Source: an optimization exercise on an open RTL-to-GDS flow (aim: small area). Production flows keep margins and buffers that such runs may drop.
In this exercise RTL edits were held to simulation tests only and were not proved equivalent to the original.
No activity file was given, so power comes from the tool's default toggle rates. No driver is modelled on the clock port, so clocking that relies on it looks cheaper here than on a real chip.

Setup of lane 1:
## top
module top
(
    input clk,
    input rst_n,
    input spi_sclk,
    input spi_din,
    output tr_pwr_p,
    output tr_pwr_n,
    output tr,
    output lo,
    output t_bite,
    output [5:0] tx_att,
    output tv,
    output [2:0] rx_ch_pwr_ctrl,
    output [2:0] rx_ch_ctrl,
    output [2:0] scl,
    input [2:0] sda_i,
    output [2:0] sda_o,
    output [2:0] sda_t,
    output [2:0] a0,
    output [2:0] a1,
    output [5:0] rx_ch1_pha,
    output [5:0] rx_ch2_pha,
    output [5:0] rx_ch3_pha,
    output trig,
    output osk_1,
    input dover_1,
    output dhold_1,
    output io_update_1,
    output master_reset_1,
    output dctrl_1,
    output [2 : 0] profile_select_1,
    output [3 : 0] function_select_1,
    output p_pwd_1,
    output p_rd_1,
    output p_wr_1,
    output [7 : 0] p_addr_1,
    input [7 : 0] p_data_in_1,
    output [7 : 0] p_data_out_1,
    output p_data_t_1,
    output osk_2,
    input dover_2,
    output dhold_2,
    output io_update_2,
    output master_reset_2,
    output dctrl_2,
    output [2 : 0] profile_select_2,
    output [3 : 0] function_select_2,
    output p_pwd_2,
    output p_rd_2,
    output p_wr_2,
    output [7 : 0] p_addr_2,
    input [7 : 0] p_data_in_2,
    output [7 : 0] p_data_out_2,
    output p_data_t_2
);
    wire rst = rst_n;
    wire depack_load;
    wire depack_ready;
    wire [31:0] depack_ftw_lower_1;
    wire [31:0] depack_ftw_upper_1;
    wire [31:0] depack_ftw_lower_2;
    wire [31:0] depack_ftw_upper_2;
    wire [31:0] depack_sweep_step;
    wire [15:0] depack_sweep_rate;
    wire [31:0] depack_resweep_period;
    wire [2:0] depack_mode;
    wire depack_rf_switch;
    wire [7:0] depack_tx_att;
    wire [2:0] depack_rx_ch_pwr_ctrl;
    wire [7:0] depack_rx_ch1_att;
    wire [7:0] depack_rx_ch2_att;
    wire [7:0] depack_rx_ch3_att;
    wire [7:0] depack_rx_ch1_pha;
    wire [7:0] depack_rx_ch2_pha;
    wire [7:0] depack_rx_ch3_pha;
    wire [31:0] depack_ct_period;
    depack depack_inst
    (
  ...
==> flow/config.mk <==
export PLATFORM = sky130hd
export DESIGN_NAME = top
export DESIGN_NICKNAME = top
export VERILOG_FILES = /design/flow/design.v
export SDC_FILE = /design/flow/constraint.sdc
export NUM_CORES = 4
export LEC_CHECK = 0
export CAP_MARGIN = 20
export CORE_MARGIN = 2
export CORE_UTILIZATION = 45
export CTS_BUF_LIST = sky130_fd_sc_hd__clkbuf_16
export CTS_CLUSTER_DIAMETER = 60
export CTS_CLUSTER_SIZE = 24
export PLACE_DENSITY = 0.65
export SLEW_MARGIN = 20
==> flow/constraint.sdc <==
create_clock -name core_clock -period 10.0 [get_ports {clk}]
set_input_delay 2.0000 -clock core_clock [delete_from_list [all_inputs] [get_ports {clk}]]
set_output_delay 2.0000 -clock core_clock [all_outputs]
set_load 0.01 [all_outputs]
standard.sh (not shown) runs the stock make flow with config.mk's settings and CLKGATE_MAP_FILE= SYNTH_SCRIPT=/design/flow/synth_recipe.tcl, a recipe that flattens the netlist after the stock synthesis.
==> flow/flow/run.sh <==
#!/bin/bash
# The standard layout (standard.sh), with two ORFS arguments changed:
#  - clock tree synthesis adds no dummy loads for balancing
#  - the buffers put on the input and output ports are buf_1 cells
# The full make output is in standard.log.
set -o pipefail
export CTS_ARGS="-sink_clustering_enable -repair_clock_nets -sink_clustering_size 24 -sink_clustering_max_diameter 60 -buf_list sky130_fd_sc_hd__clkbuf_16 -dont_use_dummy_load"
export BUFFER_PORTS_ARGS="-buffer_cell sky130_fd_sc_hd__buf_1"
bash standard.sh > standard.log 2>&1
Lane 1 has completed all stages; timing, DRC and antenna checks passed.
Modified inputs, lane 2 compared to lane 1
- CTS_CLUSTER_SIZE now 16, was 24
- SLEW_MARGIN now 0, was 20
- CTS_CLUSTER_DIAMETER now 70, was 60
- CTS_BUF_LIST now sky130_fd_sc_hd__clkbuf_8, was sky130_fd_sc_hd__clkbuf_16
- CAP_MARGIN now 0, was 20
==> flow/flow/run.sh <==
#!/bin/bash
# The standard layout (standard.sh), with two ORFS arguments changed:
#  - clock tree synthesis adds no dummy loads for balancing
#  - the buffers put on the input and output ports are buf_1 cells
# The full make output is in standard.log.
set -o pipefail
export CTS_ARGS="-sink_clustering_enable -repair_clock_nets -sink_clustering_size 16 -sink_clustering_max_diameter 70 -buf_list sky130_fd_sc_hd__clkbuf_8 -dont_use_dummy_load"
export BUFFER_PORTS_ARGS="-buffer_cell sky130_fd_sc_hd__buf_1"
bash standard.sh > standard.log 2>&1
### Flow results
Lane 2: met1 routing resource usage after global routing is 0.53 points lower than what lane 1 reported.
~same routed wire length per instance in lane 1 and lane 2
Row fmax: lane 2 lower / lane 1 higher
The worst setup slack of lane 2 was inferior to that of lane 1.
The following lists how lane 3 was set up differently from lane 2:
- CTS_CLUSTER_DIAMETER: 70 -> 50
- SLEW_MARGIN: 0 -> 20
- CAP_MARGIN: 0 -> 20
- CTS_CLUSTER_SIZE: 16 -> 10
- CTS_BUF_LIST: sky130_fd_sc_hd__clkbuf_8 -> sky130_fd_sc_hd__clkbuf_4
==> flow/flow/run.sh <==
#!/bin/bash
# The standard layout (standard.sh), with two ORFS arguments changed:
#  - clock tree synthesis adds no dummy loads for balancing
#  - the buffers put on the input and output ports are buf_1 cells
# The full make output is in standard.log.
set -o pipefail
export CTS_ARGS="-sink_clustering_enable -repair_clock_nets -sink_clustering_size 10 -sink_clustering_max_diameter 50 -buf_list sky130_fd_sc_hd__clkbuf_4 -dont_use_dummy_load"
export BUFFER_PORTS_ARGS="-buffer_cell sky130_fd_sc_hd__buf_1"
bash standard.sh > standard.log 2>&1
==> comparison <==
Going from lane 2 to lane 3, clock network power share shrinks by 0.9 points.
Delta(non-clock buffer count, lane 3 - lane 2) > 0
Going from lane 2 to lane 3, global-route wire length before repair grew slightly.
### lane 3 -> lane 4
- swapping 50 for 60 in CTS_CLUSTER_DIAMETER
- swapping 10 for 24 in CTS_CLUSTER_SIZE
- swapping sky130_fd_sc_hd__clkbuf_4 for sky130_fd_sc_hd__clkbuf_16 in CTS_BUF_LIST
==> flow/run.sh (new file) <==
#!/bin/bash
# synth_recipe.tcl (not shown) runs the flow's synth.tcl, then flattens the netlist and writes it again
# the make line also repeats each setting of config.mk as NAME=value (left out here)
make -C /OpenROAD-flow-scripts/flow DESIGN_CONFIG=/design/flow/config.mk WORK_HOME=/design/flow/orfs CLKGATE_MAP_FILE= SYNTH_SCRIPT=/design/flow/synth_recipe.tcl finish
removed: flow/flow/run.sh
removed: flow/standard.sh
==> run notes <==
Lower maximum number of pins on one net before global-route repair among lane 4 and lane 3: lane 3
The average detailed-routed wire length per instance of lane 4 falls short of that of lane 3 by 0.26 µm.
As far as sequential cell area fraction in the yosys report goes, lane 3 and lane 4 are indistinguishable; the numbers are identical.
Total power of lane 4 is higher than that of lane 3.
Lane 4 vs lane 3, worst setup path startpoint: ad9914_ctrl_inst2.p_addr_reg[4]$_SDFFE_PN0P_ vs ad9914_ctrl_inst1.p_addr_reg[5]$_SDFFE_PN0P_
Of lane 4 and lane 3, it is lane 4 that has the lower count of clock-net buffers in the final layout.
Comparing lane 4 and lane 3, worst setup slack is lower on lane 4.
Lane 4 vs lane 3: aggregate routed wire length down slightly
diff inputs: lane 4 => lane 5
- CTS_CLUSTER_SIZE now 32, was 24
- CTS_CLUSTER_DIAMETER now 100, was 60
==> flow/flow/run.sh (new file) <==
#!/bin/bash
# The standard layout (standard.sh), with two ORFS arguments changed:
#  - clock tree synthesis adds no dummy loads for balancing
#  - the buffers put on the input and output ports are buf_1 cells
# The full make output is in standard.log.
set -o pipefail
export CTS_ARGS="-sink_clustering_enable -repair_clock_nets -sink_clustering_size 32 -sink_clustering_max_diameter 100 -buf_list sky130_fd_sc_hd__clkbuf_16 -dont_use_dummy_load"
export BUFFER_PORTS_ARGS="-buffer_cell sky130_fd_sc_hd__buf_1"
bash standard.sh > standard.log 2>&1
==> flow/standard.sh (new file) <==
#!/bin/bash
# synth_recipe.tcl (not shown) runs the flow's synth.tcl, then flattens the netlist and writes it again
# the make line also repeats each setting of config.mk as NAME=value (left out here)
make -C /OpenROAD-flow-scripts/flow DESIGN_CONFIG=/design/flow/config.mk WORK_HOME=/design/flow/orfs CLKGATE_MAP_FILE= SYNTH_SCRIPT=/design/flow/synth_recipe.tcl "${@:-finish}"
removed: flow/run.sh
[summary]
- Across lane 5 and lane 4, none had a timing, DRC or antenna violation.
- For the fraction of power consumed by combinational cells, lane 5 came in 2.8 points higher than lane 4 did.
- Period utilization on lane 5 is down relative to lane 4.
- On lane 5: final cell count is about 2.2% lower than what lane 4 gave.
- For lane 4, the most crowded layer after global routing was met1, unlike lane 5, where it was met2.
- Lane 5 vs lane 4, post-route clock skew went up by 0.036 ns.
- Clock group share of total power: lane 5 lower than lane 4
- Between lane 5 and lane 4, met1 global-route usage is higher for lane 4, lane 5 comes in under that.

* * *

top, a different RTL version from the one above (not shown whole).
Size in the first run: ~4200 cells after synthesis, roughly 1300 flip-flops, roughly 140 I/O pins, ~48000 um^2 of cells after synthesis.
clock: 10.0 ns
lec_check: 0
cap_margin: 20
core_margin: 2
core_utilization: 45
cts_buf_list: sky130_fd_sc_hd__clkbuf_8
cts_cluster_diameter: 70
cts_cluster_size: 16
place_density: 0.65
slew_margin: 20
==> flow/flow/run.sh <==
#!/bin/bash
# The standard layout (standard.sh), with two ORFS arguments changed:
#  - clock tree synthesis adds no dummy loads for balancing
#  - the buffers put on the input and output ports are buf_1 cells
# The full make output is in standard.log.
set -o pipefail
export CTS_ARGS="-sink_clustering_enable -repair_clock_nets -sink_clustering_size 16 -sink_clustering_max_diameter 70 -buf_list sky130_fd_sc_hd__clkbuf_8 -dont_use_dummy_load"
export BUFFER_PORTS_ARGS="-buffer_cell sky130_fd_sc_hd__buf_1"
bash standard.sh > standard.log 2>&1
The first run went through all stages and came out clean.
Edit:
--- a/flow/flow/run.sh
+++ b/flow/flow/run.sh
@@ -7 +7 @@
-export CTS_ARGS="-sink_clustering_enable -repair_clock_nets -sink_clustering_size 16 -sink_clustering_max_diameter 70 -buf_list sky130_fd_sc_hd__clkbuf_8 -dont_use_dummy_load"
+export CTS_ARGS="-sink_clustering_enable -repair_clock_nets -sink_clustering_size 10 -sink_clustering_max_diameter 50 -buf_list sky130_fd_sc_hd__clkbuf_4 -dont_use_dummy_load"
- CTS_BUF_LIST: sky130_fd_sc_hd__clkbuf_8 -> sky130_fd_sc_hd__clkbuf_4
- CTS_CLUSTER_DIAMETER: 70 -> 50
- CTS_CLUSTER_SIZE: 16 -> 10
Effect:
- The new run completed with no timing, DRC or antenna violations
- design area hardly moves
- global-route usage climbs by 0.29 points
- routed wire length climbs by 0.94%
- register-to-register slack gets worse by 0.05 ns
- clock power drops by about 3%
- synthesized cell count stays the same
- critical path depth stays the same
- power drops by 0.75%
- synthesized area stays the same
- worst setup slack gets worse by 0.35 ns
- fmax drops by 5.7%

[what the ideal ports hide]
How much do the figures lean on ideal ports? The routed layouts below were timed once more, with nothing changed but the port constraints. Step 1, drivers: a clkbuf_16 drives clk and a buf_2 each remaining input, both assumed. Step 2, shift: input delay + t, output delay - t, t = (earliest + latest rising clock arrival at the registers) / 2. This alone moves slack from input paths to output paths. Slacks: ideal ports / drivers / drivers and shift; pairs: ideal ports / drivers.
run | t (ns) | slack for setup (ns) | clock arrival spread, ns | slew at the worst register clock pin (ns) | cell pins on the clock port's net
lane 1 | 0.721 | 4.995 / 4.926 / 5.530 | 0.107 / 0.107 | 0.09 / 0.09 | 1
lane 2 | 0.833 | 4.923 / 4.856 / 5.532 | 0.144 / 0.145 | 0.11 / 0.11 | 1
lane 3 | 1.107 | 4.630 / 4.563 / 5.521 | 0.159 / 0.159 | 0.12 / 0.12 | 1
lane 4 | 0.760 | 4.532 / 4.462 / 4.788 | 0.052 / 0.052 | 0.10 / 0.10 | 1
lane 5 | 0.709 | 4.971 / 4.902 / 5.530 | 0.120 / 0.119 | 0.12 / 0.12 | 1
the first run of note 2 | 0.821 | 4.295 / 4.224 / 5.045 | 0.142 / 0.142 | 0.11 / 0.11 | 1
the second run of note 2 | 1.106 | 3.948 / 3.881 / 4.987 | 0.182 / 0.182 | 0.12 / 0.12 | 1
After both steps setup and hold are still met in every run listed.
